This is an optimization exercise on Yosys and OpenROAD, whose aim is small area, a short achievable clock period and few clock cycles per item, not a production implementation.
At most, simulation tests tie the RTL to the original design; equivalence was not proved.
Only the layout flow was run in run 2; the RTL was not checked for function there.
No activity file was given, so power comes from the tool's default toggle rates.

===== design/flow/flow/run.sh =====
#!/bin/bash
set -euo pipefail
PRE=${PRE:-8.3}
POST=${POST:-9.6}
BUF="BUFFER_PORTS_ARGS=-buffer_cell sky130_fd_sc_hd__buf_1"
bash standard.sh synth > synth.log 2>&1
bash standard.sh SETUP_SLACK_MARGIN=$PRE "$BUF" place > place.log 2>&1
bash standard.sh SETUP_SLACK_MARGIN=$POST "$BUF" finish > finish.log 2>&1

===== design/flow/standard.sh =====
#!/bin/bash
# synth_recipe.tcl (not shown) runs the flow's synth.tcl, then flattens the netlist and writes it again
# the make line also repeats each setting of config.mk as NAME=value (left out here)
make -C /OpenROAD-flow-scripts/flow DESIGN_CONFIG=/design/flow/config.mk WORK_HOME=/design/flow/orfs CLKGATE_MAP_FILE= SYNTH_SCRIPT=/design/flow/synth_recipe.tcl "${@:-finish}"

===== design/flow/config.mk =====
export PLATFORM = sky130hd
export DESIGN_NAME = Rsa256Core
export DESIGN_NICKNAME = Rsa256Core
export VERILOG_FILES = /design/flow/design.v
export SDC_FILE = /design/flow/constraint.sdc
export NUM_CORES = 4
export LEC_CHECK = 0
export ABC_CLOCK_PERIOD_IN_PS = 3500
export CAP_MARGIN = 30
export CORE_MARGIN = 2
export CORE_UTILIZATION = 55
export CTS_CLUSTER_DIAMETER = 100
export CTS_CLUSTER_SIZE = 20
export SETUP_SLACK_MARGIN = 0.6
export SLEW_MARGIN = 20
export SYNTH_HIERARCHICAL = 1

===== design/flow/constraint.sdc =====
create_clock -name core_clock -period 14.0 [get_ports {i_clk}]
set_input_delay 2.8000 -clock core_clock [delete_from_list [all_inputs] [get_ports {i_clk}]]
set_output_delay 2.8000 -clock core_clock [all_outputs]
set_load 0.01 [all_outputs]

===== design/flow/design.v =====
module Rsa256Core (
	input          i_clk,
	input          i_rst,
	input          i_start,
	input  [255:0] i_a,  
	input  [255:0] i_d,  
	input  [255:0] i_n,
	output [255:0] o_a_pow_d,  
	output         o_finished
);
localparam int W  = 261;    
localparam int NI = 86;     
localparam int J  = 3;      
localparam int RT = W / 3;  
localparam int CL = 90;     
localparam int NS = 3;      
localparam int SW = W / NS;
localparam int NC = 9;      
localparam int CW = W / NC;
localparam logic [2:0] P_PRE  = 3'd0;
localparam logic [2:0] P_FIX  = 3'd1;
localparam logic [2:0] P_ONE  = 3'd2;
localparam logic [2:0] P_ZERO = 3'd3;
localparam logic [2:0] P_SQ   = 3'd4;
localparam logic [2:0] P_MUL  = 3'd5;
localparam logic [2:0] P_FIN  = 3'd6;
localparam logic [2:0] S_IDLE  = 3'd0;
localparam logic [2:0] S_ACT   = 3'd1;  
localparam logic [2:0] S_CONV  = 3'd2;  
localparam logic [2:0] S_WAIT  = 3'd3;  
localparam logic [2:0] S_CLEAN = 3'd4;  
logic [255:0] Nr;        
logic [15:0]  Dr;        
logic [256:0] A;         
logic [W-1:0] M;         
logic [W-1:0] S, C;      
logic [2:0] st;
logic [2:0] pk;          
logic [7:0] cnt;         
logic [7:0] cnt1;        
logic [7:0] rc;          
logic [8:0] k;           
logic [7:0] e;           
logic [7:0] cl;          
logic       found, dzero, dvalid;
logic       neg;         
logic       allq;
logic       finish;
logic       mult, one, q1f, q2f;
logic [7:0] ctl [NC];    
logic [7:0] ctl_n;
logic       mq, y10, y11, y12, y20, y21, y30;
logic       cb;          
assign o_finished = finish;
logic [W-1:0] Nw, Aw, Sg, y1, y2, y2s, y3, y3s, n1, n2, n2s, n3, n3s;
logic [W-1:0] aS, aCr, aC, bS, bCr, bC, cS, cCr, cC;
logic [W-1:0] dS, dCr, dC, eS, eCr, eC, fS, fCr, fC;
logic [NS-1:0] q1s, q2s, q3s;
logic         q1, q2, q3;
for (genvar t = 0; t < NC; t++) begin : g_cslice
	RsaCtlReg u_ctl (.clk(i_clk), .d(ctl_n), .q(ctl[t]));
end
for (genvar s = 0; s < NS; s++) begin : g_slice
	RsaQ u_q (.s(S[2:0]), .c(C[2:0]), .cb(cb), .mq(mq), .y1({y12, y11, y10}), .y2({y21, y20}),
	          .y3(y30), .n(Nr[2:1]), .q1f(q1f), .q2f(q2f), .q1(q1s[s]), .q2(q2s[s]), .q3(q3s[s]));
	for (genvar i = s * SW; i < (s + 1) * SW; i++) begin : g_bit
		assign Sg[i] = S[i] & !ctl[i / CW][7];
		assign y1[i] = (ctl[i / CW][6] & M[i]) | (ctl[i / CW][5] & Aw[i]) | (i == 0 && one);
		assign y2[i] = (ctl[i / CW][4] & M[i]) | (ctl[i / CW][3] & Aw[i]);
		assign y3[i] = (ctl[i / CW][2] & M[i]) | (ctl[i / CW][1] & Aw[i]);
		assign n1[i] = (q1s[s] & Nw[i]) | (ctl[i / CW][0] & !Nw[i]);
		assign n2[i] = q2s[s] & Nw[i];
		assign n3[i] = q3s[s] & Nw[i];
	end
end
assign q1 = q1s[0];
assign q2 = q2s[0];
assign q3 = q3s[0];
always_comb begin
	Nw  = {{(W-256){1'b0}}, Nr};
	Aw  = {{(W-257){1'b0}}, A};
	y2s = {y2[W-2:0], y2[W-1] | cb};
	y3s = {y3[W-3:0], y3[W-1:W-2]};
	n2s = {n2[W-2:0], n2[W-1]};
	n3s = {n3[W-3:0], n3[W-1:W-2]};
	aC  = {aCr[W-2:0], aCr[W-1]};
	bC  = {bCr[W-2:0], bCr[W-1]};
	cC  = {cCr[W-2:0], cCr[W-1]};
	dC  = {dCr[W-2:0], dCr[W-1]};
	eC  = {eCr[W-2:0], eCr[W-1]};
	fC  = {fCr[W-2:0], fCr[W-1]};
end
for (genvar i = 0; i < W; i++) begin : g_csa
	RsaFa fa_a (.a(Sg[i]), .b(C[i]),  .c(y1[i]),  .s(aS[i]), .co(aCr[i]));
	RsaFa fa_b (.a(aS[i]), .b(aC[i]), .c(y2s[i]), .s(bS[i]), .co(bCr[i]));
	RsaFa fa_c (.a(bS[i]), .b(bC[i]), .c(y3s[i]), .s(cS[i]), .co(cCr[i]));
	RsaFa fa_d (.a(cS[i]), .b(cC[i]), .c(n1[i]),  .s(dS[i]), .co(dCr[i]));
	RsaFa fa_e (.a(dS[i]), .b(dC[i]), .c(n2s[i]), .s(eS[i]), .co(eCr[i]));
	RsaFa fa_f (.a(eS[i]), .b(eC[i]), .c(n3s[i]), .s(fS[i]), .co(fCr[i]));
end
always_ff @(posedge i_clk) begin
	S  <= {fS[2:0] & {3{!mult}}, fS[W-1:3]};
	C  <= {fC[2:0] & {3{!mult}}, fC[W-1:3]};
	cb <= mult & (fS[2] | fS[1] | fC[2] | fC[1]);
end
logic [W-1:0] Srot;
assign Srot = {S[W-1-3*J:0], S[W-1:W-3*J]};
logic Czero, cap;
assign Czero = ~|C;
assign cap   = (st == S_CONV) && (rc == J) && Czero;
logic [W-1:0] Sout;
assign Sout = {S[W-4-3*J:0], S[W-1:W-3-3*J]};
assign o_a_pow_d = Sout[255:0];
logic Dbit;
assign Dbit = Dr[e[7:4]];
always_ff @(posedge i_clk) begin
	for (int j = 0; j < 16; j++) Dr[j] <= i_d[16*j + e[3:0]];
	Nr <= i_n;
end
logic ldA;
assign ldA = cap && (pk == P_PRE || pk == P_FIX);
always_ff @(posedge i_clk) begin
	if (cap) M <= Srot;
	if (st == S_IDLE) A <= {1'b0, i_a};
	else if (ldA) A <= Srot[256:0];
end
logic [2:0] nxt_after_pre;
always_comb begin
	if (dzero)        nxt_after_pre = P_ONE;
	else if (e == 0)  nxt_after_pre = P_FIN;
	else              nxt_after_pre = P_SQ;
end
logic [2:0] xnext, mn, an;
logic [8:0] xb;
assign xb = {cnt1, 1'b0} + {1'b0, cnt1};    
always_comb begin
	if (st == S_ACT) xnext = M[xb +: 3];
	else if (cap)    xnext = Srot[2:0];
	else             xnext = M[2:0];
	mn = cap ? Srot[2:0] : M[2:0];
	an = ldA ? Srot[2:0] : A[2:0];
end
logic       go;      
logic [2:0] gok;     
logic       gneg;    
always_comb begin
	go = 1'b0; gok = P_PRE; gneg = neg;
	if (st == S_IDLE) begin
		go = i_start && cl == CL; gok = P_PRE; gneg = 1'b0;
	end else if (st == S_CLEAN) begin
		go = cl == CL; gok = P_PRE; gneg = 1'b0;
	end else if (st == S_WAIT) begin
		go = found; gok = nxt_after_pre;
	end else if (cap) begin
		gneg = Srot[W-1];
		go = 1'b1;
		case (pk)
		P_PRE: begin
			if (k != 9'd257)   gok = P_PRE;
			else if (Srot[W-1]) gok = P_FIX;
			else begin go = found; gok = nxt_after_pre; end
		end
		P_FIX: begin go = found; gok = nxt_after_pre; end
		P_SQ: begin
			if (Dbit)         gok = P_MUL;
			else if (e == 0)  gok = P_FIN;
			else              gok = P_SQ;
		end
		P_MUL: gok = (e == 0) ? P_FIN : P_SQ;
		P_FIN: begin go = allq; gok = P_ZERO; end
		default: go = 1'b0;  
		endcase
	end
end
logic       n_mult, n_x1M, n_x1A, n_x2M, n_x2A, n_x3M, n_x3A;
logic       n_yM;    
always_comb begin
	n_mult = 1'b0; n_x1M = 1'b0; n_x1A = 1'b0; n_x2M = 1'b0; n_x2A = 1'b0;
	n_x3M = 1'b0; n_x3A = 1'b0;
	n_yM = 1'b1;
	if (go && (gok == P_SQ || gok == P_MUL || gok == P_FIN)) begin
		n_mult = 1'b1;
		n_yM = gok != P_MUL;
		if (gok == P_FIN) n_x1M = 1'b1;
		else begin
			n_x1M = xnext[0] & n_yM;
			n_x1A = xnext[0] & !n_yM;
			n_x2M = xnext[1] & n_yM;
			n_x2A = xnext[1] & !n_yM;
			n_x3M = xnext[2] & n_yM;
			n_x3A = xnext[2] & !n_yM;
		end
	end else if (st == S_ACT && cnt != NI - 1) begin
		n_mult = 1'b1;
		n_yM = pk != P_MUL;
		if (pk != P_FIN) begin
			n_x1M = xnext[0] & n_yM;
			n_x1A = xnext[0] & !n_yM;
			n_x2M = xnext[1] & n_yM;
			n_x2A = xnext[1] & !n_yM;
			n_x3M = xnext[2] & n_yM;
			n_x3A = xnext[2] & !n_yM;
		end
	end
end
logic n_pre, n_pre_a;
always_comb begin
	n_pre   = go && gok == P_PRE;
	n_pre_a = n_pre && (st == S_IDLE || st == S_CLEAN);
	ctl_n = '0;
	if (!i_rst) begin
		ctl_n[7] = go;                                               
		ctl_n[6] = (n_mult & n_x1M) | (go && gok == P_FIX);          
		ctl_n[5] = n_x1A;                                            
		ctl_n[4] = (n_mult & n_x2M) | (n_pre & !n_pre_a);            
		ctl_n[3] = n_x2A | n_pre_a;                                  
		ctl_n[2] = n_x3M;                                            
		ctl_n[1] = n_x3A;                                            
		ctl_n[0] = n_pre & !gneg;                                    
	end
end
always_ff @(posedge i_clk) begin
	finish <= 1'b0;
	mult <= n_mult;
	one  <= go && gok == P_ONE;
	q1f  <= n_pre && gneg;
	q2f  <= go && gok == P_FIX;
	mq  <= n_mult & !go;
	y10 <= (n_x1M & mn[0]) | (n_x1A & an[0]);
	y11 <= (n_x1M & mn[1]) | (n_x1A & an[1]);
	y12 <= (n_x1M & mn[2]) | (n_x1A & an[2]);
	y20 <= (n_x2M & mn[0]) | (n_x2A & an[0]);
	y21 <= (n_x2M & mn[1]) | (n_x2A & an[1]);
	y30 <= (n_x3M & mn[0]) | (n_x3A & an[0]);
	if (cl != CL) cl <= cl + 8'd1;
	if (st != S_IDLE && !found) begin
		if (dvalid) begin
			if (Dbit) found <= 1'b1;
			else if (e == 0) begin found <= 1'b1; dzero <= 1'b1; end
			else begin e <= e - 8'd1; dvalid <= 1'b0; end
		end else dvalid <= 1'b1;
	end
	case (st)
	S_ACT: begin
		if (cnt == NI - 1) begin
			st <= S_CONV; rc <= 8'd0;
		end else begin
			cnt <= cnt + 8'd1;
			cnt1 <= cnt1 + 8'd1;
		end
		if (pk == P_FIN) allq <= allq & q1 & q2 & q3;
	end
	S_CONV: begin
		rc <= (rc == RT - 1) ? 8'd0 : rc + 8'd1;
		if (cap) begin
			neg <= Srot[W-1];
			if (pk == P_PRE) k <= k + 9'd1;
			if (!go) begin
				st <= (pk == P_PRE || pk == P_FIX) ? S_WAIT : S_IDLE;
				finish <= !(pk == P_PRE || pk == P_FIX);
			end
		end
	end
	default: ;
	endcase
	if (go) begin
		pk  <= gok;
		if (gok == P_SQ || gok == P_MUL || gok == P_FIN) begin
			st   <= S_ACT;
			cnt  <= 8'd0;
			cnt1 <= 8'd1;
			allq <= 1'b1;
			if (gok == P_SQ) e <= e - 8'd1;
		end else begin
			st <= S_CONV;
			rc <= 8'd0;
		end
	end
	if (st == S_IDLE && i_start) begin
		k <= 9'd0; e <= 8'd255; found <= 1'b0; dzero <= 1'b0; dvalid <= 1'b0; neg <= 1'b0;
		if (cl != CL) st <= S_CLEAN;
	end
	if (i_rst) begin
		st <= S_IDLE;
		finish <= 1'b0;
		cl <= 8'd0;
		mult <= 1'b0; one <= 1'b0; q1f <= 1'b0; q2f <= 1'b0;
		mq <= 1'b0; y10 <= 1'b0; y11 <= 1'b0; y12 <= 1'b0; y20 <= 1'b0; y21 <= 1'b0; y30 <= 1'b0;
	end
end
endmodule
module RsaCtlReg (
	input              clk,
	input        [7:0] d,
	output logic [7:0] q
);
always_ff @(posedge clk) q <= d;
endmodule
module RsaQ (
	input  [2:0] s, c, y1,
	input  [1:0] y2,
	input        y3, cb, mq,
	input  [2:1] n,
	input        q1f, q2f,
	output       q1, q2, q3
);
logic [2:0] sg, cg, z, zh;
logic       q1m, q2m, q3m, b1, k0lo, k0hi, k1b;
assign sg   = s & {3{mq}};
assign cg   = c & {3{mq}};
assign q1m  = sg[0] ^ cg[0] ^ cb ^ y1[0];
assign k0hi = (sg[0] & cg[0] & (cb | y1[0])) | (cb & y1[0] & (sg[0] | cg[0]));
assign k0lo = (sg[0] | cg[0] | cb | y1[0]) & !k0hi;
assign b1   = q1m & n[1];
assign q2m  = sg[1] ^ cg[1] ^ y1[1] ^ y2[0] ^ b1 ^ k0lo;
assign z    = {2'b0, sg[1]} + {2'b0, cg[1]} + {2'b0, y1[1]} + {2'b0, y2[0]} + {2'b0, b1} + {2'b0, k0lo};
assign zh   = (z + {2'b0, z[0]}) >> 1;
assign k1b  = zh[0] ^ k0hi;
assign q3m  = sg[2] ^ cg[2] ^ y1[2] ^ y2[1] ^ y3 ^ (q1m & n[2]) ^ (q2m & n[1]) ^ k1b;
assign q1   = q1m | q1f;
assign q2   = q2m | q2f;
assign q3   = q3m;
endmodule
module RsaFa (
	input  a,
	input  b,
	input  c,
	output s,
	output co
);
assign s  = a ^ b ^ c;
assign co = (a & b) | (a & c) | (b & c);
endmodule

==> metrics.md, run 1 <==
| Metric | Value |
|---|---|
| Status | `complete, no violations` |
| Critical path peak fanout | `54` |
| Clk slew on worst S/H paths | `approximately 90 ps` |
| Final net count | `9878` |
| Port buffer count | `~1000` |
| Cell variety after synth | `87` |
| Setup TNS | `0 ps` |
| Overflow after GRT | `0` |
| Post-CTS Hold Fix Bufs | `0` |
| Maximum clock insertion buffer count | `3` |
| YS warnings | `9` |
| Via density | `between 6 and 7` |
| Startpoint types | `flip-flop` |
| Clock Sinks | `about 1500` |
| FMAX | `about 230 MHz` |
| R2R setup slack | `9610 ps` |
| CTS tree | `built` |
| Initial Util | `between 50 and 60%` |
| Final setup margin | `just under 10000 ps` |
| Critical Path RT | `~14000 ps` |
| Design Power | `about 14000 uW` |
| Crit Reg-Reg Endpoint | `A[116]$_DFFE_PP_` |
| Crit path from | `C[67]$_DFF_P_` |
| Synth Register Bits | `between 1000 and 1500` |
| # rows | `about 160` |
| DP HPWL | `265 mm` |
| Placement Setup Slack | `8160 ps` |
| Layout cell share with drive strength beyond 1 | `approximately 17%` |
| Max VDD drop | `just under 0.1 mV` |
| Initial antenna violation count | `51` |
| Initial DRC Count | `between 7000 and 8000` |
| Power density cells | `between 100 and 150 nW/um^2` |
| CP Data Arrival Time | `between 4000 and 5000 ps` |
| Final setup vio count | `0` |
| Rel. slew slack | `between 30% and 40%` |
| Sequential element share of the synthesized area | `34.8%` |
| Final wirelength | `between 300 and 400 mm` |
| Worst R2R Path Depth | `10` |
| Setup crit end kind | `flip-flop` |
| HP Class | `flip-flop to flip-flop` |
| Vias in the first global route | `67500` |
| # DRC | `0` |
| Max-Cap Viols | `0` |
| DR WL/cell | `35.6 um` |
| Worst Clk Skew | `between 50 and 60 ps` |
| Post-DRT Antenna Nets | `0` |
| Crit path kind | `flip-flop to flip-flop` |
| Commonest non-fill, non-tap cell in the layout | `fa_1` |
| DR vias | `between 60000 and 70000` |
| Slew @ Worst Pin | `between 1000 and 1500 ps` |
| Post-Syn Area per Cell | `about 14 um^2` |
| CP endpoint | `A[116]$_DFFE_PP_` |
| First drt pass iteration count | `6` |
| Die Wd | `428 um` |
| Post-synth EDFFs | `520` |
| Async SR Flop Fraction | `0%` |
| Tcrit/Tclk final | `between 30% and 40%` |
| Most frequent cells in the layout | `fa_1, buf_1, dfxtp_1, a22o_1, and2_1` |
| Leakage dissipation | `between 0.04 and 0.05 uW` |
| Largest net degree at the start of global routing | `between 100 and 150` |
| Slew Viols, Final | `0` |
| Minimum clock period | `~4400 ps` |
| TritonCTS buffer count | `83` |
| Syn Std Cell Area | `98700 um^2` |
| Gate count of the mapped netlist | `around 6900` |
| Crit Reg-Reg Startpoint | `C[67]$_DFF_P_` |
| # IOs | `roughly 1000` |
| Clk Latency, worst-skew pair | `between 700 and 800 ps` |
| Total Routing Usage GR | `roughly two fifths` |
| Die height | `approximately 430 um` |
| H-tree levels | `3` |
| Area Overhead vs Synth | `8.67%` |
| Top FF cell, synth | `dfxtp_1` |
| Die area | `roughly 180000 um^2` |
| First-pass GRT wire length | `between 500 and 600 mm` |
| RSZ-0062 raised after global routing | `yes` |
| GP Congestion | `~1.0` |
| Root Buffer | `clkbuf_16` |
| Final Hold Violating Endpoints | `0` |
| Area of the core | `around 180000 um^2` |
-- per-module statistics from Yosys (local to each module, per instance) --
module	cell area, um^2	cells
RsaCtlReg	160	8
Rsa256Core	64800	5127
RsaFa	20.0	1
RsaQ	350	42
-- where the power goes --
| group | switching (uW) | internal [uW] |
|---|---|---|
| combinational | 2890 | 2370 |
| clock | 1550 | 1190 |
| sequential | 1270 | 5210 |
| total | 5710 | 8770 |
-- state kept, by name (all words and copies together) (netlist names), 3 cells and up --
register	count
g_cslice.u_ctl.q	72
cnt	8
k	9
st	3
A	257
e	8
rc	8
Nr	256
cl	8
S	261
M	261
cnt1	8
pk	3
Dr	16
C	261
-- layer usage --
metal | part of all wire [%] | wire length [um] | track usage (%) | vias to the layer above
li1 | - | - | - | 25600
met1 | 38 | 136000 | 53.5 | 34600
met2 | 45 | 161000 | 58.8 | 4067
met3 | 11 | 38500 | 10.0 | 709
met4 | 5.2 | 18500 | 15.9 | 20
met5 | 0.038 | 135 | 0 | -
-- what timing repair did --
action                                   CTS  global route
cloned                                    10             6
pin swaps                                 21            28
resized for setup                        132            71
setup buffers                             35            24
endpoints found under the setup margin  1052           714
hold endpoints to repair                   0             0
-- cell type report --
type	instances	area, um^2
Tap cell	2355	2950
Antenna cell	13	32.5
Fill cell	14200	71200
Inverter	35	131
Multi-Input combinational cell	4726	61200
Timing Repair Buffer	1206	5970
Clock inverter	8	106
Sequential cell	1457	34500
Clock buffer	145	2370
-- worst max-delay path: stages (launching register included) --
cell      delay (ps)
dfxtp_1          450
nor4_1           700
nand4_1          160
or4_4            710
nand3b_4         220
nor2_1           350
nand2_4          230
nand2b_4         150
buf_6            280
buf_16           290
buf_12           340
-- metrics by stage --
stage | hold WS (ps) | instance area, um^2 | utilization, % | instances
after floorplan | 401 | 98800 | - | 6900
after detailed placement | 436 | 103000 | 57.8 | 9702
after global placement | 418 | 103000 | 57.6 | 9690
after global routing | 481 | 107000 | 60.1 | 9941
after CTS | 459 | 107000 | 59.7 | 9900
final | 460 | 107000 | 60.1 | 9945
-- worst min-delay path by stage --
stage	from	end	slack [ps]	cells after the start
after floorplan	S[248]$_DFF_P_	M[257]$_DFFE_PN_	400	0
final	S[245]$_DFF_P_	M[254]$_DFFE_PN_	460	0
after global placement	S[248]$_DFF_P_	M[257]$_DFFE_PN_	420	0
after CTS	S[245]$_DFF_P_	M[254]$_DFFE_PN_	460	0
after detailed placement	S[245]$_DFF_P_	M[254]$_DFFE_PN_	440	0
after global routing	S[245]$_DFF_P_	M[254]$_DFFE_PN_	480	0
-- synthesized netlist by cell type (4+ instances only) --
master / number / area (um^2)
edfxtp_1: 520 / 15600
xor2_1: 32 / 280
a21o_1: 9 / 67.6
a311oi_1: 5 / 43.8
nand2b_1: 9 / 56.3
clkbuf_1: 347 / 1300
mux2_2: 515 / 5800
and2_1: 543 / 3400
buf_1: 27 / 101
a22o_1: 770 / 6740
and4_1: 4 / 35.0
dfxtp_1: 937 / 18800
o311ai_1: 6 / 52.6
mux4_2: 288 / 6490
o211ai_1: 6 / 45.0
mux2i_1: 29 / 290
or2_2: 8 / 50.1
nor2_1: 105 / 394
o22ai_1: 4 / 25.0
and3_1: 9 / 56.3
nand3b_1: 7 / 52.6
xnor2_1: 41 / 359
nor3_1: 24 / 120
nor2b_1: 273 / 1710
a21oi_1: 32 / 160
buf_2: 45 / 225
buf_6: 4 / 45.0
buf_4: 263 / 1970
ha_1: 25 / 313
nand2_1: 107 / 402
inv_1: 35 / 131
o32ai_1: 5 / 43.8
or3_1: 8 / 50.1
fa_1: 1573 / 31500
nand2_2: 4 / 25.0
nand4_1: 34 / 213
nand3_1: 36 / 180
o21ai_0: 27 / 135
a31oi_1: 12 / 75.1
a211oi_1: 11 / 82.6
nor4_1: 79 / 494
-- cell families after synthesis --
logic type | synth area share (%)
adders and majority gates | 32.2
DFF | 34.8
and+or+nand+nor | 7.63
AOI/OAI and AO/OA | 7.94
muxes | 12.7
buffers and inverters | 3.83
xor gates and xnor gates | 0.792
other | 0.00380
Testbench counts, summed over its fixed seeds: cycles 852,482, items 24.
==> run 2, diff against run 1 <==
--- a/design/flow/design.v
+++ b/design/flow/design.v
@@ -51,6 +51,7 @@
 logic [7:0] ctl_n;
 logic       mq, y10, y11, y12, y20, y21, y30;
 logic       cb;          
+logic [3:0] cbr;         
 assign o_finished = finish;
 logic [W-1:0] Nw, Aw, Sg, y1, y2, y2s, y3, y3s, n1, n2, n2s, n3, n3s;
 logic [W-1:0] aS, aCr, aC, bS, bCr, bC, cS, cCr, cC;
@@ -99,10 +100,11 @@
 	RsaFa fa_f (.a(eS[i]), .b(eC[i]), .c(n3s[i]), .s(fS[i]), .co(fCr[i]));
 end
 always_ff @(posedge i_clk) begin
-	S  <= {fS[2:0] & {3{!mult}}, fS[W-1:3]};
-	C  <= {fC[2:0] & {3{!mult}}, fC[W-1:3]};
-	cb <= mult & (fS[2] | fS[1] | fC[2] | fC[1]);
+	S   <= {fS[2:0] & {3{!mult}}, fS[W-1:3]};
+	C   <= {fC[2:0] & {3{!mult}}, fC[W-1:3]};
+	cbr <= {fS[2:1], fC[2:1]} & {4{mult}};
 end
+assign cb = |cbr;
 logic [W-1:0] Srot;
 assign Srot = {S[W-1-3*J:0], S[W-1:W-3*J]};
 logic Czero, cap;
==> design/flow/flow/run.sh (replaced) <==
#!/bin/bash
set -euo pipefail
PRE=${PRE:-8.3}
POST=${POST:-9.6}
BUF="BUFFER_PORTS_ARGS=-buffer_cell sky130_fd_sc_hd__buf_2"
bash standard.sh synth > synth.log 2>&1
bash standard.sh SETUP_SLACK_MARGIN=$PRE "$BUF" place > place.log 2>&1
bash standard.sh SETUP_SLACK_MARGIN=$POST "$BUF" finish > finish.log 2>&1
==> run 2 against run 1 <==
Compared with the run above:
- setup slack worse by 190 ps
- synthesized cell count is 8.8% higher
- sequential power is 27% higher
- register-to-register slack worse by 190 ps
- clock skew is 3.1 ps lower
- critical path depth is 11 higher
- non-clock buffer count is 44 higher
- first-iteration DRC count is 5.3% lower
- wire length is 1.8% higher
- combinational power grew to 4.0 times the previous value
- die area is 0.42% higher
- largest cell class unchanged
- largest power group is now combinational logic
==> metrics.md, run 2 <==
| Metric | Value |
|---|---|
| Status | `complete, no violations` |
| Initial DRC Count | `7119` |
| Clock Sinks | `roughly 1500` |
| Top FF cell, synth | `dfxtp_1` |
| Reg area | `34600 um^2` |
| Largest regs | `C (261), M (261), S (261)` |
| Worst Clk Skew | `55.2 ps` |
| Initial Util | `between 50% and 60%` |
| Multiplexer share of the synthesized area | `9.69%` |
| Total Routing Usage GR | `roughly two fifths` |
| Root Buffer | `clkbuf_16` |
| # IOs | `roughly 1000` |
| R2R setup slack | `~9400 ps` |
| Die area | `between 150000 and 200000 um^2` |
| GP Congestion | `around 0.94` |
| Setup TNS | `0 ps` |
| Power density cells | `between 200 and 300 nW/um^2` |
| Tcrit/Tclk final | `roughly 33%` |
| CP Data Arrival Time | `roughly 5300 ps` |
| H-tree levels | `3` |
| HP Class | `flip-flop to flip-flop` |
| Synth Register Bits | `1460` |
| Largest net degree at the start of global routing | `140` |
| Leakage dissipation | `0.0481 uW` |
| Final setup vio count | `0` |
| Post-Synth XOR/XNOR Area | `less than 1%` |
| FMAX | `219 MHz` |
| Clk Latency, worst-skew pair | `a little under 800 ps` |
| Adder-cell share of the synthesized area | `around a third` |
| Multi-input gate area | `62500 um^2` |
| Layout cell share with drive strength beyond 1 | `between 30% and 40%` |
| Rel. slew slack | `about 19%` |
| Area Overhead vs Synth | `12.0%` |
| Final wirelength | `around 360 mm` |
| Area of the core | `between 150000 and 200000 um^2` |
| Post-CTS Hold Fix Bufs | `0` |
| Max-Cap Viols | `0` |
| TritonCTS buffer count | `84` |
| First-pass GRT wire length | `517 mm` |
| CTS tree | `built` |
| Post-Syn Area per Cell | `around 13 um^2` |
| Gate count of the mapped netlist | `7499` |
| RSZ-0062 raised after global routing | `yes` |
| Cell with the most instances after synthesis | `fa_1` |
| Post-synth top area cell | `fa_1` |
| First drt pass iteration count | `6` |
| Commonest non-fill, non-tap cell in the layout | `fa_1` |
| Final net count | `10500` |
| Minimum clock period | `between 4000 and 5000 ps` |
| DR WL/cell | `between 30 and 40 um` |
| Critical path peak fanout | `6` |
| Initial antenna violation count | `25` |
| Die height | `roughly 430 um` |
| Sequential element share of the synthesized area | `34.7%` |
| Cell variety after synth | `90` |
| Overflow after GRT | `0` |
| Synth top area share | `31.8%` |
| Fraction of the mapped netlist area in simple logic gates | `about a tenth` |
| Setup crit end kind | `flip-flop` |
| Commonest cells in the netlist | `fa_1, dfxtp_1, nand2_1, a22o_1, and2_1` |
| Post-DRT Antenna Nets | `0` |
| Vias in the first global route | `71300` |
| Post-synth EDFFs | `520` |
| Final Hold Violating Endpoints | `0` |
| Crit path kind | `flip-flop to flip-flop` |
| Critical Path RT | `around 15000 ps` |
| Async SR Flop Fraction | `0%` |
| Port buffer count | `1027` |
| DP HPWL | `between 200 and 300 mm` |
| # rows | `about 160` |
| Most frequent cells in the layout | `fa_1, buf_2, nand2_1, dfxtp_1, a22o_1` |
| Fillers | `14000` |
| Maximum clock insertion buffer count | `3` |
| Die Wd | `about 430 um` |
| Syn Std Cell Area | `approximately 100000 um^2` |
| Largest family of logic cells by synthesized area | `adder cells` |
| Slew @ Worst Pin | `about 1200 ps` |
| # DRC | `0` |
| Final hold slack | `446 ps` |
| Via density | `approximately 6.5` |
| Slew Viols, Final | `0` |
| Synth top area cells | `fa_1, dfxtp_1, edfxtp_1` |
| Compound-gate portion of the synthesized area | `between 8 and 9%` |
| Max VDD drop | `between 0.2 and 0.3 mV` |
| DR vias | `approximately 68000` |
| Startpoint types | `flip-flop` |
| YS warnings | `9` |
| Clk slew on worst S/H paths | `80 ps` |
[run 2: cell count changes after synthesis, sizes merged, moves of 5 or more]
cell    previous run  this run
nand4             34        29
a21oi             32        42
o211ai             6        11
mux4             288       277
clkbuf           347       381
nor4              82        90
o21ai             31        43
nand2            111       874
mux2i             29        39
o21a               0         5
buf              339       334
a211oi            12        22
mux2             515       263
[run 2: worst paths after layout]
kind / start / end / cells past startpoint
setup / recovery: cbr[2]$_DFF_P_ / S[140]$_DFF_P_ / 21
hold / removal: S[248]$_DFF_P_ / M[257]$_DFFE_PN_ / 0
setup reg to reg: cbr[2]$_DFF_P_ / S[140]$_DFF_P_ / 21
hold reg to reg: S[248]$_DFF_P_ / M[257]$_DFFE_PN_ / 0
[run 2: Yosys stat by module, one instance, submodules excluded]
module	cells inside	area, um^2	flip-flops and latches	copies in the design
RsaFa	1	20.0	0	1566
RsaQ	42	350	0	3
RsaCtlReg	8	160	8	9
Rsa256Core	5735	65300	1388	1
[run 2: routing by layer]
layer	vias up	routed length (um)	track usage, %
li1	27200	-	-
met3	703	34800	7.87
met2	4202	163000	59.4
met1	36200	140000	54.4
met4	8	21900	19.1
met5	-	55	0
[run 2: logic make-up (layout without fill, tap and decap cells)]
kind of cell               count (synthesis)  in the layout
and+or+nand+nor                         2051           2054
adders and majority gates               1598           1598
DFF                                     1460           1460
AOI/OAI and AO/OA                        978            978
buffers and inverters                    753           1444
muxes                                    579            579
xor gates and xnor gates                  79             79
other                                      1             21
[run 2: layout make-up]
| cell class | instances | share of cell area [%] |
|---|---|---|
| tap | 2355 | 2.65 |
| inverter | 38 | 0.128 |
| multi-input combinational | 5298 | 56.3 |
| timing repair buffer | 1250 | 7.46 |
| clock inverter | 4 | 0.0304 |
| antenna | 11 | 0.0248 |
| sequential | 1460 | 31.2 |
| clock buffer | 152 | 2.29 |
[run 2: critical path, cell delays in order (launching register included)]
cell and delay, ps:
dfxtp_2 330, buf_6 110, or4_4 570, buf_6 150, nand3b_1 90, nand2_2 80
a21o_1 180, fa_1 480, inv_1 50, ha_2 170, xor2_1 150, xnor2_1 200
xnor2_1 170, xnor2_1 120, xnor2_1 280, xnor2_2 150, buf_4 170, buf_6 110
buf_8 140, buf_16 160, and2_4 160, fa_2 500
[run 2: timing repair]
action,in CTS,in global routing
gates cloned,32,9
pin swaps,42,61
setup buffers,74,17
hold endpoints to repair,0,0
setup endpoints to repair,1034,630
resized for setup,331,371
[run 2: power by group]
group | switching [uW] | internal, uW
Combinational | 11400 | 9350
Sequential | 2080 | 6110
Clock | 1560 | 1240
Total | 15000 | 16700
[run 2: through the flow]
stage                     utilization [%]  std cells  setup slack (ps)  instance area, um^2  total power [uW]
after floorplan                         -       7508              3350                99200             20600
after global placement               58.4      10300              8220               104000             25900
after detailed placement             58.4      10300              8000               105000             26400
after CTS                            61.3      10500              9420               110000             31000
after global routing                 62.1      10600              9340               111000             34100
final                                62.1      10600              9420               111000             31700
==> run 3, diff against run 2 <==
--- a/design/flow/design.v
+++ b/design/flow/design.v
@@ -29,7 +29,7 @@
 localparam logic [2:0] S_CONV  = 3'd2;  
 localparam logic [2:0] S_WAIT  = 3'd3;  
 localparam logic [2:0] S_CLEAN = 3'd4;  
-logic [255:0] Nr;        
+logic [2:1]   Nr;        
 logic [15:0]  Dr;        
 logic [256:0] A;         
 logic [W-1:0] M;         
@@ -51,7 +51,6 @@
 logic [7:0] ctl_n;
 logic       mq, y10, y11, y12, y20, y21, y30;
 logic       cb;          
-logic [3:0] cbr;         
 assign o_finished = finish;
 logic [W-1:0] Nw, Aw, Sg, y1, y2, y2s, y3, y3s, n1, n2, n2s, n3, n3s;
 logic [W-1:0] aS, aCr, aC, bS, bCr, bC, cS, cCr, cC;
@@ -63,7 +62,7 @@
 end
 for (genvar s = 0; s < NS; s++) begin : g_slice
 	RsaQ u_q (.s(S[2:0]), .c(C[2:0]), .cb(cb), .mq(mq), .y1({y12, y11, y10}), .y2({y21, y20}),
-	          .y3(y30), .n(Nr[2:1]), .q1f(q1f), .q2f(q2f), .q1(q1s[s]), .q2(q2s[s]), .q3(q3s[s]));
+	          .y3(y30), .n(Nr), .q1f(q1f), .q2f(q2f), .q1(q1s[s]), .q2(q2s[s]), .q3(q3s[s]));
 	for (genvar i = s * SW; i < (s + 1) * SW; i++) begin : g_bit
 		assign Sg[i] = S[i] & !ctl[i / CW][7];
 		assign y1[i] = (ctl[i / CW][6] & M[i]) | (ctl[i / CW][5] & Aw[i]) | (i == 0 && one);
@@ -78,7 +77,7 @@
 assign q2 = q2s[0];
 assign q3 = q3s[0];
 always_comb begin
-	Nw  = {{(W-256){1'b0}}, Nr};
+	Nw  = {{(W-256){1'b0}}, i_n};
 	Aw  = {{(W-257){1'b0}}, A};
 	y2s = {y2[W-2:0], y2[W-1] | cb};
 	y3s = {y3[W-3:0], y3[W-1:W-2]};
@@ -100,11 +99,10 @@
 	RsaFa fa_f (.a(eS[i]), .b(eC[i]), .c(n3s[i]), .s(fS[i]), .co(fCr[i]));
 end
 always_ff @(posedge i_clk) begin
-	S   <= {fS[2:0] & {3{!mult}}, fS[W-1:3]};
-	C   <= {fC[2:0] & {3{!mult}}, fC[W-1:3]};
-	cbr <= {fS[2:1], fC[2:1]} & {4{mult}};
+	S  <= {fS[2:0] & {3{!mult}}, fS[W-1:3]};
+	C  <= {fC[2:0] & {3{!mult}}, fC[W-1:3]};
+	cb <= mult & (fS[2] | fS[1] | fC[2] | fC[1]);
 end
-assign cb = |cbr;
 logic [W-1:0] Srot;
 assign Srot = {S[W-1-3*J:0], S[W-1:W-3*J]};
 logic Czero, cap;
@@ -117,7 +115,7 @@
 assign Dbit = Dr[e[7:4]];
 always_ff @(posedge i_clk) begin
 	for (int j = 0; j < 16; j++) Dr[j] <= i_d[16*j + e[3:0]];
-	Nr <= i_n;
+	Nr <= i_n[2:1];
 end
 logic ldA;
 assign ldA = cap && (pk == P_PRE || pk == P_FIX);
==> run 3 against run 2 <==
Compared with the run above:
- count of clock-buffer cells in the layout is 29 lower
- first-iteration DRC count is 3.4% higher
- critical endpoint is now g_cslice[6].u_ctl.q[4]$_DFF_P_
- largest power group unchanged
- core utilization is 1.5 points lower
- via count is 2.5% lower
- die area is 4.7% lower
- combinational power is 71% lower
- sequential share of layout area is 2.9 points lower
==> metrics.md, run 3 <==
| Metric | Value |
|---|---|
| Async SR Flop Fraction | `0%` |
| Syn Std Cell Area | `~94000 um^2` |
| Clk slew on worst S/H paths | `approximately 90 ps` |
| Maximum clock insertion buffer count | `3` |
| First drt pass iteration count | `8` |
| Clk Latency, worst-skew pair | `730 ps` |
| Comb pwr share | `43.0%` |
| Routing usage on met2 | `approximately 62%` |
| Tcrit/Tclk final | `about a third` |
| Synth Register Bits | `1203` |
| Leakage dissipation | `~0.046 uW` |
| Setup TNS | `0 ps` |
| Worst Clk Skew | `roughly 43 ps` |
| H-tree levels | `3` |
| RSZ-0062 raised after global routing | `yes` |
| Initial antenna violation count | `between 90 and 100` |
| First-pass GRT wire length | `just over 500 mm` |
| GP Congestion | `just under 1` |
| Layout cell share with drive strength beyond 1 | `between 20% and 30%` |
| WHS Path Cells | `0` |
| Initial Util | `between 50% and 60%` |
| Total Routing Usage GR | `between 40% and 50%` |
| Flop pwr share | `between 40% and 50%` |
| Final net count | `10200` |
| Via density | `roughly 6.6` |
| Root Buffer | `clkbuf_16` |
| Largest regs | `C (261), M (261), S (261)` |
| Synth top area share | `about a third` |
| DR WL/cell | `35.7 um` |
| Critical path peak fanout | `31` |
| Top FF cell, synth | `dfxtp_1` |
| Slew Viols, Final | `0` |
| Vias in the first global route | `between 60000 and 70000` |
| Minimum clock period | `between 4000 and 5000 ps` |
| Status | `complete, no violations` |
| Area Overhead vs Synth | `9.83%` |
| Rel. slew slack | `around 13%` |
| Setup crit end kind | `flip-flop` |
| Initial DRC Count | `7359` |
| Largest net degree at the start of global routing | `roughly 180` |
| Clock Sinks | `around 1200` |
| FMAX | `223 MHz` |
| CP Data Arrival Time | `roughly 5100 ps` |
| Commonest cells in the netlist | `fa_1, nand2_1, a22o_1, dfxtp_1, and2_1` |
| Synth top area cells | `fa_1, edfxtp_1, dfxtp_1` |
| Cell with the most instances after synthesis | `fa_1` |
| TritonCTS buffer count | `between 70 and 80` |
| Max-Cap Viols | `0` |
| Worst hold path startpoint | `S[248]$_DFF_P_` |
| Commonest non-fill, non-tap cell in the layout | `fa_1` |
| # DRC | `0` |
| Clock power share | `17.1%` |
| Crit path kind | `flip-flop to flip-flop` |
| Sequential element share of the synthesized area | `between 30% and 40%` |
| Switch share | `a little over two fifths` |
| Cell variety after synth | `88` |
| Final hold slack | `475 ps` |
| Post-DRT Antenna Nets | `0` |
| Die height | `about 420 um` |
| DP HPWL | `about 270 mm` |
| Worst R2R Path Depth | `14` |
| Final Hold Violating Endpoints | `0` |
| Crit Reg-Reg Endpoint | `g_cslice[6].u_ctl.q[4]$_DFF_P_` |
| # IOs | `~1000` |
| R2R setup slack | `9520 ps` |
| Crit Reg-Reg Startpoint | `cnt1[1]$_DFF_P_` |
| Design Power | `14100 uW` |
| CTS tree | `built` |
| M1 GR Usage | `roughly 56%` |
| Port buffer count | `between 1000 and 1500` |
| HP Class | `flip-flop to flip-flop` |
| Post-synth EDFFs | `520` |
| YS warnings | `9` |
| Slew @ Worst Pin | `1310 ps` |
| Critical Path RT | `about 15000 ps` |
| Post-CTS Hold Fix Bufs | `0` |
| Final wirelength | `~360 mm` |
| Startpoint types | `flip-flop` |
| Endpoint, Worst Hold | `M[257]$_DFFE_PN_` |
| Overflow after GRT | `0` |
| Post-synth top area cell | `fa_1` |
| # rows | `approximately 150` |
| Die area | `175000 um^2` |
| Power density cells | `between 100 and 150 nW/um^2` |
| Post-Syn Area per Cell | `roughly 13 um^2` |
| Area of the core | `171000 um^2` |
| Switching power | `slightly below 6000 uW` |
| Die Wd | `~420 um` |
| GR Util met3 | `~10%` |
| Int Power | `between 8000 and 9000 uW` |
| Max VDD drop | `~0.095 mV` |
| Global routing's busiest layer | `met2` |
| Final setup vio count | `0` |
| Gate count of the mapped netlist | `slightly above 7000` |
| DR vias | `approximately 67000` |
| Most frequent cells in the layout | `fa_1, buf_2, nand2_1, a22o_1, dfxtp_1` |
run 3: timing repair:
| item | CTS | global route |
|---|---|---|
| setup endpoints to repair | 1042 | 685 |
| setup buffers | 34 | 25 |
| gates resized for setup | 88 | 40 |
| pin swaps | 28 | 15 |
| gates cloned | 8 | 12 |
| hold endpoints to repair | 0 | 0 |
run 3: worst max path at each step:
stage	start	endpoint	slack, ps	cells past startpoint
after floorplan	C[218]$_DFF_P_	y12$_SDFF_PP0_	5200	10
after global placement	C[97]$_DFF_P_	A[104]$_DFFE_PP_	7360	10
after detailed placement	C[45]$_DFF_P_	A[106]$_DFFE_PP_	7700	10
after CTS	S[80]$_DFF_P_	o_a_pow_d[92]	9600	1
after global routing	mq$_SDFF_PP0_	cb$_DFF_P_	9530	19
final	cnt1[1]$_DFF_P_	g_cslice[6].u_ctl.q[4]$_DFF_P_	9520	14
run 3: per-module statistics from Yosys (local to each module, per instance):
module	flops+latches	cell area, um^2	times used
Rsa256Core	1131	60600	1
RsaQ	0	350	3
RsaCtlReg	8	160	9
RsaFa	0	20.0	1566
run 3: area by class of cell:
class | instances | area (um^2)
clock inverter | 10 | 83.8
tap | 2233 | 2790
fill | 13700 | 67500
multi-input combinational | 5241 | 61500
clock buffer | 123 | 2110
timing repair buffer | 1235 | 7600
sequential | 1203 | 29400
antenna | 39 | 97.6
inverter | 35 | 138
run 3: worst max-delay path, cell delays in order (launching register included):
cell and delay [ps]:
dfxtp_1 420, ha_4 230, fa_2 570, buf_6 480, mux4_2 330, nand2_1 50
and3_1 180, a311oi_1 490, a311oi_1 100, a31oi_1 430, mux4_2 320, a31oi_1 100
or2_1 310, o22ai_4 170, buf_12 170
run 3: stage by stage:
step / util (%) / setup WS, ps / cells / area, um^2
floorplan: - / 5200 / 7188 / 94500
global placement: 58.2 / 7360 / 9851 / 99600
detailed placement: 58.3 / 7700 / 9865 / 99800
CTS: 60.1 / 9600 / 10000 / 103000
global route: 60.6 / 9530 / 10100 / 104000
finish: 60.6 / 9520 / 10100 / 104000
run 3: kinds of logic (layout without fill, tap and decap cells):
logic type | Yosys count | after routing | synth area share, %
other | 1 | 49 | 0.00397
multiplexers | 592 | 592 | 10.9
AND/OR/NAND/NOR | 2044 | 2047 | 11.0
XOR/XNOR | 86 | 86 | 0.909
adder cells (fa/ha/maj) | 1598 | 1598 | 33.7
AO/OA/AOI/OAI | 908 | 908 | 8.13
flip-flops | 1203 | 1203 | 31.0
buffers and inverters | 747 | 1403 | 4.36
run 3: layer usage:
metal / up-vias / share of wire [%]
li1: 26200 / -
met1: 35200 / 38
met2: 4214 / 45
met3: 892 / 11
met4: 44 / 6.6
met5: - / 0.080
run 3: power groups by stage:
stage	Combinational [uW]	Sequential (uW)	Clock (uW)
global route	6720	5620	2520
global placement	5780	5660	0
CTS	6050	5570	2400
detailed placement	5880	5650	0
finish	6050	5620	2400
floorplan	4660	4850	0
Testbench counts of run 3, summed over its fixed seeds: cycles 852,482, items 24.
==> run 4, diff against run 3 <==
==> design/flow/flow/run.sh (replaced) <==
#!/bin/bash
set -euo pipefail
PRE=${PRE:-8.3}
POST=${POST:-9.7}
BUF="BUFFER_PORTS_ARGS=-buffer_cell sky130_fd_sc_hd__buf_1"
bash standard.sh synth > synth.log 2>&1
bash standard.sh SETUP_SLACK_MARGIN=$PRE "$BUF" place > place.log 2>&1
bash standard.sh SETUP_SLACK_MARGIN=$POST "$BUF" finish > finish.log 2>&1
==> run 4 against run 3 <==
Compared with the run above:
- area after synthesis did not move
- clock power barely moved
- cell count rose by 0.37%
- wire length rose by 1.2%
- count of clock-buffer cells in the layout fell by 5
- largest power group unchanged
- highest routed layer unchanged
- non-clock buffer count rose by 40
- synthesized cell count did not move
- still clean
- sequential share of layout area rose by 0.076 points
==> metrics.md, run 4 <==
| Metric | Value |
|---|---|
| Port buffer count | `roughly 1000` |
| Max VDD drop | `approximately 0.11 mV` |
| Crit path kind | `input port to flip-flop` |
| Maximum clock insertion buffer count | `3` |
| Final std cells w/o fill | `approximately 10000` |
| Minimum clock period | `~4400 ps` |
| Leakage dissipation | `0.0433 uW` |
| Post-DRT Antenna Nets | `0` |
| Cell with the most instances after synthesis | `fa_1` |
| Largest net degree at the start of global routing | `approximately 160` |
| Compound-gate portion of the synthesized area | `8.13%` |
| Final Hold Violating Endpoints | `0` |
| Power density cells | `roughly 130 nW/um^2` |
| Critical Path RT | `around 15000 ps` |
| Layout cell share with drive strength beyond 1 | `around 17%` |
| Most frequent cells in the layout | `fa_1, buf_1, nand2_1, a22o_1, dfxtp_1` |
| CP Data Arrival Time | `around 5000 ps` |
| RSZ-0062 raised after global routing | `yes` |
| Tcrit/Tclk final | `between 30% and 40%` |
| Sequential element share of the synthesized area | `a little under a third` |
| FMAX | `about 230 MHz` |
| Overflow after GRT | `0` |
| # rows | `around 150` |
| Slew Viols, Final | `0` |
| GP Congestion | `roughly 1` |
| YS warnings | `9` |
| Slew @ Worst Pin | `between 1000 and 1500 ps` |
| Critical path peak fanout | `2` |
| Root Buffer | `clkbuf_16` |
| Post-synth top area cell | `fa_1` |
| Async SR Flop Fraction | `0%` |
| Commonest cells in the netlist | `fa_1, nand2_1, a22o_1, dfxtp_1, and2_1` |
| Fillers | `approximately 14000` |
| Clock Sinks | `between 1000 and 1500` |
| Largest family of logic cells by synthesized area | `adder cells` |
| Final net count | `just over 10000` |
| Initial Util | `55.2%` |
| Adder-cell share of the synthesized area | `between 30% and 40%` |
| Setup crit end kind | `flip-flop` |
| HP Class | `flip-flop to flip-flop` |
| DR WL/cell | `between 30 and 40 um` |
| Post-Synth XOR/XNOR Area | `0.909%` |
| Post-Syn Area per Cell | `approximately 13 um^2` |
| Die Wd | `~420 um` |
| # DRC | `0` |
| H-tree levels | `3` |
| Setup TNS | `0 ps` |
| Cells after DPL | `slightly below 10000` |
| Synth top area share | `33.4%` |
| Design Power | `approximately 14000 uW` |
| Area Overhead vs Synth | `9.88%` |
| Synth Register Bits | `1203` |
| Gate count of the mapped netlist | `~7200` |
| TritonCTS buffer count | `~70` |
| Fraction of the mapped netlist area in simple logic gates | `a little over a tenth` |
| Syn Std Cell Area | `between 90000 and 100000 um^2` |
| Synth top area cells | `fa_1, edfxtp_1, dfxtp_1` |
| Final setup vio count | `0` |
| Post-CTS Hold Fix Bufs | `0` |
| Initial DRC Count | `~7400` |
| Cell variety after synth | `just under 90` |
| Total Routing Usage GR | `41.6%` |
| Via density | `6.60` |
| DP HPWL | `approximately 270 mm` |
| Clk Latency, worst-skew pair | `740 ps` |
| Post-synth EDFFs | `520` |
| Commonest non-fill, non-tap cell in the layout | `fa_1` |
| # IOs | `approximately 1000` |
| Multiplexer share of the synthesized area | `a little over a tenth` |
| Largest regs | `C (261), M (261), S (261)` |
| Final wirelength | `~370 mm` |
| Startpoint types | `input port` |
| First-pass GRT wire length | `just over 500 mm` |
| Clk slew on worst S/H paths | `90 ps` |
| Die height | `~420 um` |
| CTS tree | `built` |
| Die area | `175000 um^2` |
| Rel. slew slack | `roughly a quarter` |
| First drt pass iteration count | `6` |
| Area of the core | `171000 um^2` |
| DR vias | `around 67000` |
| Max-Cap Viols | `0` |
| Initial antenna violation count | `81` |
| Top FF cell, synth | `dfxtp_1` |
| Vias in the first global route | `68700` |
| Status | `complete, no violations` |
| Worst Clk Skew | `46.9 ps` |
-- run 4: cell counts after synthesis --
No cell type changed its count.
-- run 4: cell families (layout without fill, tap and decap cells) --
logic type / after synthesis / in the layout
buffers and inverters: 747 / 1437
adders and majority gates: 1598 / 1598
muxes: 592 / 592
xor gates and xnor gates: 86 / 86
other: 1 / 51
AOI/OAI and AO/OA: 908 / 908
DFF: 1203 / 1203
and+or+nand+nor: 2044 / 2048
-- run 4: per-module statistics from Yosys (local to each module, per instance) --
| module | flip-flops and latches | area (um^2) | times used | cells |
|---|---|---|---|---|
| Rsa256Core | 1131 | 60600 | 1 | 5415 |
| RsaFa | 0 | 20.0 | 1566 | 1 |
| RsaCtlReg | 8 | 160 | 9 | 8 |
| RsaQ | 0 | 350 | 3 | 42 |
-- run 4: layer usage --
layer  vias up  track usage (%)  wire, um
met4        44             22.7     24400
met2      4332             62.7    165000
met5         -                0       301
li1      26300                -         -
met3       941             10.2     39100
met1     35400             55.7    136000
-- run 4: path summary, 6_finish.rpt --
| check | startpoint | endpoint | slack (ps) | depth (start not counted) |
|---|---|---|---|---|
| max | i_n[1] | cb$_DFF_P_ | 9600 | 6 |
| min | S[248]$_DFF_P_ | M[257]$_DFFE_PN_ | 460 | 0 |
| max reg2reg | A[0]$_DFFE_PP_ | cb$_DFF_P_ | 9640 | 9 |
| min reg2reg | S[248]$_DFF_P_ | M[257]$_DFFE_PN_ | 460 | 0 |
-- run 4: per-stage QoR --
step / utilization (%) / hold slack, ps / setup slack [ps] / instance area [um^2]
after global routing: 60.6 / 474 / 9520 / 104000
final: 60.6 / 459 / 9600 / 104000
after detailed placement: 57.6 / 448 / 7580 / 98600
after global placement: 57.5 / 450 / 7150 / 98300
after CTS: 59.6 / 463 / 9610 / 102000
after floorplan: - / 401 / 5200 / 94500
-- run 4: where the power goes --
group | internal (uW) | leakage (uW) | switching, uW
sequential | 4430 | 0.0107 | 1190
clock | 1040 | 0.00103 | 1340
combinational | 2550 | 0.0316 | 3400
total | 8020 | 0.0433 | 5930
-- run 4: what timing repair did --
action / 4_1_cts / 5_1_grt
buffers inserted: 36 / 35
resized for setup: 219 / 295
pin swaps: 29 / 41
endpoints found under the setup margin: 1155 / 789
gates cloned: 12 / 24
-- run 4: critical path, cell delays in order --
cell and delay [ps]:
buf_8 100, mux2_4 290, fa_1 470, fa_1 510
fa_1 420, o41a_1 410
-- run 4: final cells by class --
| cell class | instances | area (um^2) | area share, % |
|---|---|---|---|
| antenna | 41 | 103 | 0.0989 |
| inverter | 35 | 131 | 0.127 |
| clock buffer | 118 | 2050 | 1.97 |
| tap | 2233 | 2790 | 2.69 |
| clock inverter | 9 | 104 | 0.100 |
| multi-input combinational | 5242 | 62100 | 59.8 |
| timing repair buffer | 1275 | 7030 | 6.78 |
| sequential | 1203 | 29400 | 28.4 |
==> run 5, diff against run 4 <==
==> design/flow/flow/run.sh (replaced) <==
#!/bin/bash
set -euo pipefail
PRE=${PRE:-8.3}
POST=${POST:-9.6}
BUF="BUFFER_PORTS_ARGS=-buffer_cell sky130_fd_sc_hd__buf_1"
bash standard.sh synth > synth.log 2>&1
bash standard.sh SETUP_SLACK_MARGIN=$PRE "$BUF" place > place.log 2>&1
bash standard.sh SETUP_SLACK_MARGIN=$POST "$BUF" finish > finish.log 2>&1
==> run 5 against run 4 <==
Compared with the run above:
- still clean
- sequential share of layout area increased by 0.23 points
- total power is 0.64% lower
- synthesized cell count unchanged
- core utilization fell by 0.66 points
- setup slack worse by 54 ps
- final area decreased by 1.1%
- critical path depth unchanged
- largest cell class unchanged
==> metrics.md, run 5 <==
| Metric | Value |
|---|---|
| Die area | `about 180000 um^2` |
| Root Buffer | `clkbuf_16` |
| Maximum clock insertion buffer count | `3` |
| Chain of cells forming the critical path | `buf_6, mux2_4, fa_1, fa_1, fa_1, o41a_1` |
| FMAX | `around 220 MHz` |
| TritonCTS buffer count | `71` |
| CP bufs+invs | `1` |
| Crit-path leading delay family | `adder cells` |
| CTS tree | `built` |
| Largest net degree at the start of global routing | `156` |
| Power density cells | `about 140 nW/um^2` |
| Die height | `~420 um` |
| Final wirelength | `between 300 and 400 mm` |
| Async SR Flop Fraction | `0%` |
| HP Class | `flip-flop to flip-flop` |
| Slowest stage delay, CP | `around 530 ps` |
| Synth top area share | `about a third` |
| Syn Std Cell Area | `94400 um^2` |
| Die Wd | `roughly 420 um` |
| Fraction of the mapped netlist area in simple logic gates | `roughly 11%` |
| Total Routing Usage GR | `between 40 and 50%` |
| # rows | `152` |
| Crit path kind | `input port to flip-flop` |
| Max VDD drop | `around 0.11 mV` |
| Gate count of the mapped netlist | `roughly 7200` |
| Status | `complete, no violations` |
| Tcrit/Tclk final | `31.8%` |
| Cell repeated most along the worst path | `fa_1` |
| H-tree levels | `3` |
| Most frequent cells in the layout | `fa_1, buf_1, nand2_1, a22o_1, dfxtp_1` |
| Via density | `roughly 6.6` |
| Startpoint types | `input port` |
| Worst Clk Skew | `48.0 ps` |
| Critical path peak fanout | `4` |
| Setup TNS | `0 ps` |
| Synth top area cells | `fa_1, edfxtp_1, dfxtp_1` |
| Setup crit end kind | `flip-flop` |
| Post-synth EDFFs | `520` |
| Largest family of logic cells by synthesized area | `adder cells` |
| Final std cells w/o fill | `between 10000 and 15000` |
| Slew Viols, Final | `0` |
| Initial antenna violation count | `80` |
| Slew @ Worst Pin | `around 1100 ps` |
| Clk Latency, worst-skew pair | `between 700 and 800 ps` |
| DR vias | `approximately 67000` |
| Worst path slowest cell | `fa_1` |
| Minimum clock period | `~4500 ps` |
| Final Hold Violating Endpoints | `0` |
| Overflow after GRT | `0` |
| Multiplexer share of the synthesized area | `10.9%` |
| Leakage dissipation | `about 0.043 uW` |
| Fillers | `approximately 14000` |
| Worst hold path startpoint | `S[248]$_DFF_P_` |
| Sequential element share of the synthesized area | `a little under a third` |
| CP Data Arrival Time | `roughly 5100 ps` |
| Design Power | `between 10000 and 15000 uW` |
| Final setup vio count | `0` |
| GP Congestion | `about 1` |
| YS warnings | `9` |
| Crit Reg-Reg Startpoint | `A[0]$_DFFE_PP_` |
| Clk slew on worst S/H paths | `90 ps` |
| Adder-cell share of the synthesized area | `between 30% and 40%` |
| Synth Register Bits | `approximately 1200` |
| Rel. slew slack | `between 20% and 30%` |
| Port buffer count | `1027` |
| Commonest non-fill, non-tap cell in the layout | `fa_1` |
| Top FF cell, synth | `dfxtp_1` |
| Cells after DPL | `9877` |
| Initial Util | `around 55%` |
| # DRC | `0` |
| Layout cell share with drive strength beyond 1 | `between 10% and 20%` |
| Final net count | `roughly 10000` |
| Compound-gate portion of the synthesized area | `under 10%` |
| Post-DRT Antenna Nets | `0` |
| Largest regs | `C (261), M (261), S (261)` |
| Area of the core | `171000 um^2` |
| Cell variety after synth | `roughly 90` |
| Post-Syn Area per Cell | `~13 um^2` |
| DP HPWL | `270 mm` |
| Crit path from | `i_n[2]` |
| R2R setup slack | `about 9600 ps` |
| Area Overhead vs Synth | `8.67%` |
| Commonest cells in the netlist | `fa_1, nand2_1, a22o_1, dfxtp_1, and2_1` |
| # IOs | `a little over 1000` |
| RSZ-0062 raised after global routing | `yes` |
| First-pass GRT wire length | `509 mm` |
| Post-CTS Hold Fix Bufs | `0` |
| Cell with the most instances after synthesis | `fa_1` |
| DR WL/cell | `roughly 36 um` |
| Vias in the first global route | `a little under 70000` |
| Clock Sinks | `1203` |
| First drt pass iteration count | `6` |
| Post-synth top area cell | `fa_1` |
| Max-Cap Viols | `0` |
| Post-Synth XOR/XNOR Area | `0.909%` |
| Initial DRC Count | `~7500` |
| Critical Path RT | `between 10000 and 15000 ps` |
-- run 5: routing by layer --
| layer | GRT usage, % | part of all wire, % |
|---|---|---|
| met5 | 0 | 0.12 |
| met4 | 21.8 | 6.6 |
| met3 | 9.18 | 10 |
| met2 | 62.4 | 45 |
| met1 | 56.0 | 38 |
-- run 5: timing repair --
action,CTS,global route
setup endpoints to repair,1085,603
pin swaps,25,23
buffers inserted,26,21
cloned,7,17
gates resized for setup,125,113
-- run 5: metrics by stage --
step	instance area [um^2]	setup WS [ps]	utilization (%)	hold WS, ps
floorplan	94500	5200	-	401
global placement	98300	7150	57.5	450
detailed placement	98600	7580	57.6	448
CTS	102000	9600	59.3	463
global route	103000	9470	59.9	474
finish	103000	9550	59.9	455
-- run 5: worst paths after layout --
| check | end | cells past startpoint |
|---|---|---|
| min reg2reg | M[257]$_DFFE_PN_ | 0 |
| max | cb$_DFF_P_ | 6 |
| max reg2reg | cb$_DFF_P_ | 9 |
| min | M[257]$_DFFE_PN_ | 0 |
-- run 5: layout make-up --
class / count / area [um^2] / area share (%)
inverters: 35 / 131 / 0.128
flip-flops and latches: 1203 / 29400 / 28.6
clock inverters: 9 / 104 / 0.101
repair buffers: 1239 / 6320 / 6.16
clock buffers: 118 / 2050 / 1.99
multi-input cells: 5242 / 61700 / 60.2
well taps: 2233 / 2790 / 2.72
diodes: 50 / 125 / 0.122
-- run 5: per-module statistics from Yosys (local to each module, per instance) --
module      flops+latches  cells  times used  cell area [um^2]
Rsa256Core           1131   5415           1             60600
RsaCtlReg               8      8           9               160
RsaFa                   0      1        1566              20.0
RsaQ                    0     42           3               350
-- run 5: power by group --
part	switching (uW)	leakage (uW)	internal, uW
registers	1200	0.0107	4410
clock network	1340	0.00104	1040
logic	3370	0.0312	2510
-- run 5: logic make-up after synthesis --
logic type | after synthesis
other | 1
AND/OR/NAND/NOR | 2044
XOR/XNOR | 86
multiplexers | 592
buffers and inverters | 747
adder cells (fa/ha/maj) | 1598
AO/OA/AOI/OAI | 908
flip-flops | 1203
==> run 6, diff against run 5 <==
--- a/design/flow/config.mk
+++ b/design/flow/config.mk
@@ -9,8 +9,8 @@
 export CAP_MARGIN = 30
 export CORE_MARGIN = 2
 export CORE_UTILIZATION = 55
-export CTS_CLUSTER_DIAMETER = 100
-export CTS_CLUSTER_SIZE = 20
+export CTS_CLUSTER_DIAMETER = 110
+export CTS_CLUSTER_SIZE = 24
 export SETUP_SLACK_MARGIN = 0.6
 export SLEW_MARGIN = 20
 export SYNTH_HIERARCHICAL = 1
==> run 6 against run 5 <==
Compared with the run above:
- final area fell by 0.34%
- worst hold slack improved by 8.9 ps
- via count barely moved
- sequential power barely moved
- clock power fell by about 10%
- critical path type unchanged
- largest cell class unchanged
- highest routed layer unchanged
==> metrics.md, run 6 <==
| Metric | Value |
|---|---|
| Total Routing Usage GR | `between 40% and 50%` |
| Adder-cell share of the synthesized area | `33.7%` |
| Clk Latency, worst-skew pair | `~780 ps` |
| Vias in the first global route | `between 60000 and 70000` |
| M1 GR Usage | `a little under three fifths` |
| Clk slew on worst S/H paths | `110 ps` |
| Port buffer count | `1027` |
| Area Overhead vs Synth | `8.30%` |
| GP Congestion | `1.00` |
| Post-CTS Hold Fix Bufs | `0` |
| Top FF cell, synth | `dfxtp_1` |
| Final hold slack | `464 ps` |
| Max VDD drop | `0.105 mV` |
| Worst Clk Skew | `around 72 ps` |
| RSZ-0062 raised after global routing | `yes` |
| Die Wd | `around 420 um` |
| Slew Viols, Final | `0` |
| Tcrit/Tclk final | `31.6%` |
| Cell repeated most along the worst path | `fa_1` |
| Crit Reg-Reg Endpoint | `g_cslice[2].u_ctl.q[3]$_DFF_P_` |
| Die height | `roughly 420 um` |
| Critical Path RT | `between 10000 and 15000 ps` |
| Minimum clock period | `roughly 4400 ps` |
| Syn Std Cell Area | `about 94000 um^2` |
| Leakage dissipation | `0.0427 uW` |
| Cell with the most instances after synthesis | `fa_1` |
| # DRC | `0` |
| Gate count of the mapped netlist | `between 7000 and 8000` |
| Slew @ Worst Pin | `between 1000 and 1500 ps` |
| HP Class | `flip-flop to flip-flop` |
| First-pass GRT wire length | `508 mm` |
| Slowest stage delay, CP | `500 ps` |
| CTS tree | `built` |
| Clock Sinks | `1203` |
| Compound-gate portion of the synthesized area | `under 10%` |
| Setup crit end kind | `flip-flop` |
| Sequential element share of the synthesized area | `31.0%` |
| Fillers | `14000` |
| Via density | `around 6.6` |
| Crit path kind | `input port to flip-flop` |
| Commonest non-fill, non-tap cell in the layout | `fa_1` |
| Largest net degree at the start of global routing | `around 160` |
| Chain of cells forming the critical path | `buf_2, mux2_2, fa_1, fa_1, fa_1, o41a_1` |
| Final setup vio count | `0` |
| Commonest cells in the netlist | `fa_1, nand2_1, a22o_1, dfxtp_1, and2_1` |
| Rel. slew slack | `22.7%` |
| First drt pass iteration count | `5` |
| # IOs | `~1000` |
| Final core occ | `between 50% and 60%` |
| Initial antenna violation count | `between 80 and 90` |
| Startpoint types | `input port` |
| R2R setup slack | `roughly 9600 ps` |
| CP Data Arrival Time | `5060 ps` |
| Power density cells | `roughly 130 nW/um^2` |
| Crit path from | `i_n[1]` |
| Final Hold Violating Endpoints | `0` |
| Maximum clock insertion buffer count | `3` |
| Max-Cap Viols | `0` |
| Multiplexer share of the synthesized area | `around 11%` |
| Die area | `roughly 180000 um^2` |
| Post-Syn Area per Cell | `roughly 13 um^2` |
| Layout cell share with drive strength beyond 1 | `between 10% and 20%` |
| Area of the core | `approximately 170000 um^2` |
| FMAX | `approximately 230 MHz` |
| Routing usage on met2 | `62.2%` |
| Synth top area cells | `fa_1, edfxtp_1, dfxtp_1` |
| Worst path slowest cell | `fa_1` |
| Overflow after GRT | `0` |
| Initial Util | `a little under three fifths` |
| Design area | `just over 100000 um^2` |
| Post-Synth XOR/XNOR Area | `0.909%` |
| Status | `complete, no violations` |
| Cell variety after synth | `88` |
| CP endpoint | `cb$_DFF_P_` |
| Post-DRT Antenna Nets | `0` |
| CP bufs+invs | `1` |
| Initial DRC Count | `between 7000 and 8000` |
| GR Util met3 | `under 10%` |
| Most frequent cells in the layout | `fa_1, buf_1, nand2_1, a22o_1, dfxtp_1` |
| Critical path peak fanout | `4` |
| Crit. path cell count | `6` |
| Final wirelength | `363 mm` |
| Worst R2R Path Depth | `12` |
| Root Buffer | `clkbuf_16` |
| TritonCTS buffer count | `58` |
| Async SR Flop Fraction | `0%` |
| Largest regs | `C (261), M (261), S (261)` |
| # rows | `approximately 150` |
| Post-synth EDFFs | `between 500 and 600` |
| Design Power | `13600 uW` |
| Synth top area share | `33.4%` |
| Global routing's busiest layer | `met2` |
| DP Area | `between 90000 and 100000 um^2` |
| DR WL/cell | `~36 um` |
| H-tree levels | `2` |
| Fraction of the mapped netlist area in simple logic gates | `11.0%` |
| Setup TNS | `0 ps` |
| Synth Register Bits | `between 1000 and 1500` |
| Post-synth top area cell | `fa_1` |
| Crit Reg-Reg Startpoint | `C[97]$_DFF_P_` |
| Crit-path leading delay family | `adder cells` |
| Final net count | `10100` |
| YS warnings | `9` |
| DR vias | `between 60000 and 70000` |
| Largest family of logic cells by synthesized area | `adder cells` |
| DP HPWL | `approximately 270 mm` |
[run 6: cell counts after synthesis]
No cell type changed its count.
[run 6: how the worst min path moves through the flow]
stage                        to  cells past startpoint  slack, ps           start
2_1_floorplan  M[257]$_DFFE_PN_                      0        400  S[248]$_DFF_P_
3_3_place_gp   M[257]$_DFFE_PN_                      0        450  S[248]$_DFF_P_
3_5_place_dp   M[257]$_DFFE_PN_                      0        450  S[248]$_DFF_P_
4_1_cts        M[257]$_DFFE_PN_                      0        460  S[248]$_DFF_P_
5_1_grt        M[257]$_DFFE_PN_                      0        470  S[248]$_DFF_P_
6_report       M[257]$_DFFE_PN_                      0        460  S[248]$_DFF_P_
[run 6: Yosys stat by module, one instance, submodules excluded]
module	cells	cell area, um^2	flip-flops and latches	times used
RsaQ	42	350	0	3
RsaFa	1	20.0	0	1566
Rsa256Core	5415	60600	1131	1
RsaCtlReg	8	160	8	9
[run 6: what timing repair did]
item / CTS / global route
buffers inserted: 26 / 18
pin swaps: 21 / 29
setup endpoints to repair: 1089 / 625
cloned: 7 / 21
resized for setup: 129 / 119
[run 6: layout make-up]
cell class                      count  area, um^2  area share [%]
Antenna cell                       40         100          0.0979
Clock buffer                       97        1670            1.64
Clock inverter                     11        87.6          0.0856
Multi-Input combinational cell   5243       61800            60.4
Inverter                           35         131           0.128
Sequential cell                  1203       29400            28.7
Timing Repair Buffer             1238        6340            6.20
Tap cell                         2233        2790            2.73
[run 6: report_power, final]
group	internal [uW]	total [uW]	leakage (uW)	switching [uW]
Clock	833	2130	0.000855	1300
Combinational	2520	5900	0.0312	3380
Sequential	4420	5600	0.0107	1190
Total	7760	13600	0.0427	5870
[run 6: worst register-to-register path, delay by kind of cell, from the launching register on]
kind                   cells  cell delay (ps)
DFF                        1              440
buffers and inverters      2              420
AOI/OAI and AO/OA          3              870
and+or+nand+nor            7             2550
[run 6: logic make-up (layout without fill, tap and decap cells)]
group / count (synthesis) / count (layout)
AO/OA/AOI/OAI: 908 / 908
XOR/XNOR: 86 / 86
adder cells (fa/ha/maj): 1598 / 1598
buffers and inverters: 747 / 1381
flip-flops: 1203 / 1203
multiplexers: 592 / 592
other: 1 / 50
AND/OR/NAND/NOR: 2044 / 2049
[run 6: metrics by stage]
| stage | instances | worst slack, ps |
|---|---|---|
| finish | 10100 | 9580 |
| global route | 10100 | 9460 |
| CTS | 10000 | 9590 |
| detailed placement | 9877 | 7580 |
| global placement | 9861 | 7150 |
| floorplan | 7188 | 5200 |
[run 6: layer usage]
metal / share of wire [%] / vias up
met2: 45 / 4275
met4: 6.5 / 38
met3: 10 / 852
li1: - / 26200
met1: 38 / 35200
met5: 0.070 / -

-- re-timing with driven ports --
Ports are ideal in the flow. The routed layouts listed here were re-timed in OpenROAD. Step 1: set_driving_cell puts a clkbuf_16 on i_clk and a buf_2 on each other input, an assumption about the parent block. Step 2 also shifts input and output timing later by t, the mid clock arrival at the registers, as if the neighbouring blocks saw the same clock. a / b / c = ideal ports / drivers / drivers and shift; a / b = the first two.
run	shift t [ns]	setup slack, ns
run 1	0.842	9.611 / 9.524 / 8.789
run 2	0.867	9.423 / 9.423 / 9.149
run 3	0.807	9.518 / 9.468 / 8.661
run 4	0.802	9.599 / 9.521 / 8.719
run 5	0.811	9.546 / 9.462 / 8.651
run 6	0.838	9.581 / 9.485 / 8.663
After both steps setup and hold are still met in every run listed.
